Context: an optimization exercise on an open-source flow, tuned for small area. The choices shown serve that exercise and are no tape-out recipe.
Only simulation tests tie the RTL to the original design; equivalence was not proved.
Power is estimated from default activity; no workload was simulated.

Setup of v37:
## delaybuffer
module delaybuffer
  #(parameter [31:0] width_p = 16
   ,parameter [31:0] delay_p = 64
   )
  (input [0:0] clk_i
  ,input [0:0] reset_i
  ,input [width_p-1:0] data_i
  ,input [0:0] ready_i
  ,input [0:0] valid_i
  ,output [0:0] ready_o 
  ,output [0:0] valid_o 
  ,output [width_p-1:0] data_o 
  );
Size in the first run: ~1000 cells after synthesis, about 1000 flip-flops, roughly 38 I/O pins.
clock: 5.0 ns
lec_check: 0
cap_margin: 20
core_margin: 2
core_utilization: 60
cts_buf_list: sky130_fd_sc_hd__clkbuf_8
cts_cluster_diameter: 80
cts_cluster_size: 20
slew_margin: 20
run.sh (not shown) runs the stock make flow with config.mk's settings and CLKGATE_MAP_FILE= SYNTH_SCRIPT=/design/flow/synth_recipe.tcl, a recipe that flattens the netlist after the stock synthesis.
Relative to v37, the following input files were edited for v51:
Settings: CTS_CLUSTER_SIZE: 20 -> 35; CTS_CLUSTER_DIAMETER: 80 -> 150; CTS_BUF_LIST: sky130_fd_sc_hd__clkbuf_8 -> sky130_fd_sc_hd__clkbuf_16; CORE_UTILIZATION: 60 -> 70.
Notes after the runs:
Clock insertion delay at the later pin of the skew report was lower in v51 than in v37.
Looking at v51 and v37, the growth of design area from synthesis to finish is a wash.
Wire length of the first global-routing pass improves in v51 relative to v37.
Edits applied to the flow inputs when going from v51 to v38:
Settings: CTS_BUF_LIST: sky130_fd_sc_hd__clkbuf_16 -> sky130_fd_sc_hd__clkbuf_8; PLACE_DENSITY: unset -> 0.9; CORE_UTILIZATION: 70 -> 85; CTS_CLUSTER_DIAMETER: 150 -> 50; CTS_CLUSTER_SIZE: 35 -> 22.
Results
- v38 did not run to completion, as it errored out during detailed placement.
- v51 | stages: all done | timing, DRC, antenna: all pass
- In the tables for v38 and v51, starting utilization of the core area reads higher with v38.
- Looking only at final weighted congestion of routability-driven global placement, and setting everything else aside, the lower value of v38 and v51 goes to v51.
- Compared with v51, v38 shows a site row count that is 7 lower.
Changes in v14 relative to v38:
Settings: a change of CORE_UTILIZATION from 85 to 70; a deleted PLACE_DENSITY that had been 0.9; a change of CTS_BUF_LIST from sky130_fd_sc_hd__clkbuf_8 to sky130_fd_sc_hd__clkbuf_16; a change of CTS_CLUSTER_SIZE from 22 to 30.
- No stage failed in v14, and the final checks on the layout all came back clean.
- Re gate count of the mapped netlist: no difference whatsoever between v14 and v38.
- For die outline width, dividing the value from v38 by the value from v14 gives 0.909.
- Comparing v14 and v38, final weighted congestion in routability-driven placement is higher on v38.
- Taking v14 as 1.0, v38 lands at 0.909 on row count.
Relative to v14, the following input files were edited for v1:
Settings: CORE_UTILIZATION: 70 -> 60; CTS_BUF_LIST: sky130_fd_sc_hd__clkbuf_16 -> sky130_fd_sc_hd__clkbuf_8; GPL_TIMING_DRIVEN: unset -> 0; CTS_CLUSTER_SIZE: 30 -> 20; CTS_CLUSTER_DIAMETER: 50 -> 80.
--- outcome ---
Diff v14 -> v1 | cell area | down slightly. Per the comparison of v1 with v14, fmax fell by 32%; met3 wirelength from detailed routing picked up an extra 2.5%; net count of the finished layout climbed 15; number of buffers created by CTS increased about 3.6%.
The following lists how v7 was set up differently from v1:
Settings: GPL_TIMING_DRIVEN removed (was 0); CORE_UTILIZATION changed from 60 to 70; CTS_CLUSTER_SIZE changed from 20 to 18.
Notes after the runs:
When v7 is measured against v1, its combinational share of power turns out 0.6 points lower.
v1 consumes less power than v7.
v7 | status: complete | timing, DRC, antenna: pass
Setup slack: v7 more than v1

* * *

delaybuffer again, from the RTL that the note above started with.
Settings: LEC_CHECK=0, CAP_MARGIN=20, CORE_MARGIN=2, CORE_UTILIZATION=50, SLEW_MARGIN=20; clock period 5.0 ns.
The first run completed with no timing, DRC or antenna violations.
Edit:
--- a/flow/config.mk
+++ b/flow/config.mk
@@ -8,4 +8,7 @@
 export CAP_MARGIN = 20
 export CORE_MARGIN = 2
-export CORE_UTILIZATION = 50
+export CORE_UTILIZATION = 70
+export CTS_BUF_LIST = sky130_fd_sc_hd__clkbuf_8
+export CTS_CLUSTER_DIAMETER = 40
+export CTS_CLUSTER_SIZE = 22
 export SLEW_MARGIN = 20
Outcome: The new run went through all stages and came out clean; non-clock buffer count goes down by 7; flip-flop and latch count is unchanged; synthesized cell count does not change; clock power goes down by 24%.
Edit:
--- a/flow/config.mk
+++ b/flow/config.mk
@@ -10,5 +10,5 @@
 export CORE_UTILIZATION = 70
 export CTS_BUF_LIST = sky130_fd_sc_hd__clkbuf_8
-export CTS_CLUSTER_DIAMETER = 40
-export CTS_CLUSTER_SIZE = 22
+export CTS_CLUSTER_DIAMETER = 80
+export CTS_CLUSTER_SIZE = 20
 export SLEW_MARGIN = 20
After rerunning:
- total power went down by roughly a tenth
- clock-buffer cell count decreases by 33
- hold slack gets better by 0.012 ns

* * *

Setup of build 16:
The RTL this note starts from:
==> flow/design.v <==
module ram_1r1w_sync
  #(parameter [31:0] width_p = 8
  ,parameter [31:0] depth_p = 512
  /*verilator lint_off UNUSEDPARAM*/
  ,parameter filename_p = "memory_init_file.bin")
  /*verilator lint_on UNUSEDPARAM*/
  (input [0:0] clk_i
  ,input [0:0] reset_i
  ,input [0:0] wr_valid_i
  ,input [width_p-1:0] wr_data_i
  ,input [$clog2(depth_p) - 1 : 0] wr_addr_i
  ,input [0:0] rd_valid_i
  ,input [$clog2(depth_p) - 1 : 0] rd_addr_i
  ,output [width_p-1:0] rd_data_o);
  logic [width_p-1:0] ram [depth_p-1:0];
  logic [width_p-1:0] rd_data_l;
  always_ff @(posedge clk_i) begin
    if (~reset_i && rd_valid_i)
      rd_data_l <= ram[rd_addr_i];
    if (~reset_i && wr_valid_i) 
      ram[wr_addr_i] <= wr_data_i;
  end
  assign rd_data_o = rd_data_l;
endmodule
module delaybuffer
  #(parameter [31:0] width_p = 16
   ,parameter [31:0] delay_p = 64
   )
  (input [0:0] clk_i
  ,input [0:0] reset_i
  ,input [width_p-1:0] data_i
  ,input [0:0] ready_i
  ,input [0:0] valid_i
  ,output [0:0] ready_o 
  ,output [0:0] valid_o 
  ,output [width_p-1:0] data_o 
  );
  logic valid_l;
  assign ready_o = ready_i | ~valid_l;
  logic wr_en;
  assign wr_en = ready_o & valid_i;
  always_ff @(posedge clk_i) begin
    if (reset_i)
      valid_l <= 1'b0;
    else if (ready_o)
      valid_l <= valid_i;
  end
  assign valid_o = valid_l;
  logic [width_p-1:0] sr_r [0:delay_p];
  always_ff @(posedge clk_i) begin
    if (wr_en) begin
      sr_r[0] <= data_i;
      for (int i = 1; i <= delay_p; i++)
        sr_r[i] <= sr_r[i-1];
    end
  end
  assign data_o = sr_r[delay_p];
endmodule
make LEC_CHECK=0 CAP_MARGIN=20 CORE_MARGIN=2 CORE_UTILIZATION=70 CTS_BUF_LIST=sky130_fd_sc_hd__clkbuf_8 CTS_CLUSTER_DIAMETER=80 CTS_CLUSTER_SIZE=20 PLACE_DENSITY=0.8 SLEW_MARGIN=20 finish   # period 5.0 ns
Build 16: PASS, flow complete, no timing, DRC or antenna violations
#### Input delta (build 84 over build 16)
Settings: a deleted PLACE_DENSITY that had been 0.8; a change of CAP_MARGIN from 20 to 0; a change of SLEW_MARGIN from 20 to 0; a change of CTS_CLUSTER_DIAMETER from 80 to 60.
Notes after the runs:
Build 84 | stages: all done | timing, DRC, antenna: all pass. Between build 84 and build 16, the count of distinct cell types in the synthesized netlist figures differ only marginally. Build 84 — wire length of the first global-routing pass 2.1% higher, build 16 as reference. The lower global-route total usage across every layer of build 16 and build 84 is in build 16. Between build 16 and build 84, the clock network power share does not differ in any meaningful way. Final worst-path cycle share was lower in the run labelled build 16. Going from build 16 to build 84, the total length of routed met2 wires was found to have gone down by 1.6%. Time the final worst path needs with I/O delays and setup: build 84 higher than build 16. Final cell count without fillers essentially unchanged between build 16 and build 84. On portion of the layout cell area used by clock cells, build 16 tracks build 84 almost exactly. Taking build 16 as the reference, in build 84 transition at the pin with the smallest max-transition slack went up, final instance area ~0 delta.
#### Input delta (build 47 over build 84)
Settings: a change of SLEW_MARGIN from 0 to 20; a change of CTS_CLUSTER_DIAMETER from 60 to 100; a change of CTS_BUF_LIST from sky130_fd_sc_hd__clkbuf_8 to sky130_fd_sc_hd__clkbuf_8 sky130_fd_sc_hd__clkbuf_16; a change of CAP_MARGIN from 0 to 20; a change of CTS_CLUSTER_SIZE from 20 to 30.
Results
- Relative to build 84, the power share of the clock group of build 47 is higher by 1.8 points.
- Build 47 vs. build 84: met2 global-route usage held steady; setup slack of the critical path after layout held steady.
Input-level comparison between build 11 and build 47:
Settings: CORE_UTILIZATION: 70 -> 78; CTS_CLUSTER_SIZE: 30 -> 20; CTS_CLUSTER_DIAMETER: 100 -> 60; CTS_BUF_LIST: sky130_fd_sc_hd__clkbuf_8 sky130_fd_sc_hd__clkbuf_16 -> sky130_fd_sc_hd__clkbuf_8.
Notes after the runs:
Build 11 did not finish; a tool error ended it in 3_5_place_dp.
Build 11 against build 47; vertical die dimension is down by a few percent.
[compare] base=build 47 new=build 11: netlist area before placement barely changed; synthesized-area fraction occupied by and/or/nand/nor cells level; effective utilization at floorplan picked up an extra 8.0 points; number of nets in the synthesized netlist barely changed; total half-perimeter wirelength after legalization and detailed placement shows an increase of about 70%.

* * *

build 73:
// delaybuffer: RTL as listed in full above, without the edits since
Settings: LEC_CHECK=0, CAP_MARGIN=20, CORE_MARGIN=2, CORE_UTILIZATION=70, CTS_BUF_LIST=sky130_fd_sc_hd__clkbuf_4 sky130_fd_sc_hd__clkbuf_8, CTS_CLUSTER_DIAMETER=60, CTS_CLUSTER_SIZE=20, SLEW_MARGIN=20; clock period 5.0 ns.
Build 73 went all the way through the flow, and no timing, DRC or antenna check failed.
### build 73 -> build 97
# build 73
export LEC_CHECK = 0
export CAP_MARGIN = 20
export CORE_MARGIN = 2
export CORE_UTILIZATION = 70
export CTS_BUF_LIST = sky130_fd_sc_hd__clkbuf_4 sky130_fd_sc_hd__clkbuf_8
export CTS_CLUSTER_DIAMETER = 60
export CTS_CLUSTER_SIZE = 20
export SLEW_MARGIN = 20
create_clock -name core_clock -period 5.0 [get_ports {clk_i}]
# build 97
export LEC_CHECK = 0
export CAP_MARGIN = 20
export CORE_MARGIN = 2
export CORE_UTILIZATION = 70
export CTS_BUF_LIST = sky130_fd_sc_hd__clkbuf_8
export CTS_CLUSTER_DIAMETER = 45
export CTS_CLUSTER_SIZE = 25
export SLEW_MARGIN = 20
create_clock -name core_clock -period 5.0 [get_ports {clk_i}]
Results
Build 97 | stages: all done | timing, DRC, antenna: all pass
In the flow results for build 73 and build 97, the insertion delay of the later-clocked pin in the worst-skew pair is smaller on build 97.
Of build 97 and build 73, it is build 97 that has the higher design area.
For combinational fraction of design power, build 73 and build 97 come out practically identical.
Per the comparison of build 97 with build 73, total global routing track utilization now larger, wire length now larger, sequential share of layout area now smaller, post-route clock period utilization comparable, total power draw now larger.
Row number of nets in the finished design: build 97 higher / build 73 lower
Changes in build 61 relative to build 97:
# build 97
export LEC_CHECK = 0
export CAP_MARGIN = 20
export CORE_MARGIN = 2
export CORE_UTILIZATION = 70
export CTS_BUF_LIST = sky130_fd_sc_hd__clkbuf_8
export CTS_CLUSTER_DIAMETER = 45
export CTS_CLUSTER_SIZE = 25
export SLEW_MARGIN = 20
create_clock -name core_clock -period 5.0 [get_ports {clk_i}]
# build 61
export LEC_CHECK = 0
export CAP_MARGIN = 20
export CORE_MARGIN = 2
export CORE_UTILIZATION = 70
export CTS_BUF_LIST = sky130_fd_sc_hd__clkbuf_8
export CTS_CLUSTER_DIAMETER = 60
export CTS_CLUSTER_SIZE = 20
export SLEW_MARGIN = 20
create_clock -name core_clock -period 5.0 [get_ports {clk_i}]
--- outcome ---
Build 61: all stages complete, timing, DRC and antenna checks passed
From build 61 to build 97, flip-flop and latch count after synthesis did not move at all.
Setup slack of build 61 is on par with build 97.
Build 61: clock network fraction of total power 5.3 points below build 97
Summary: with build 97 as the reference, cell area in build 61 moved down slightly.
Diff build 97 -> build 61: wire length down 0.93%, height of the chip flat.
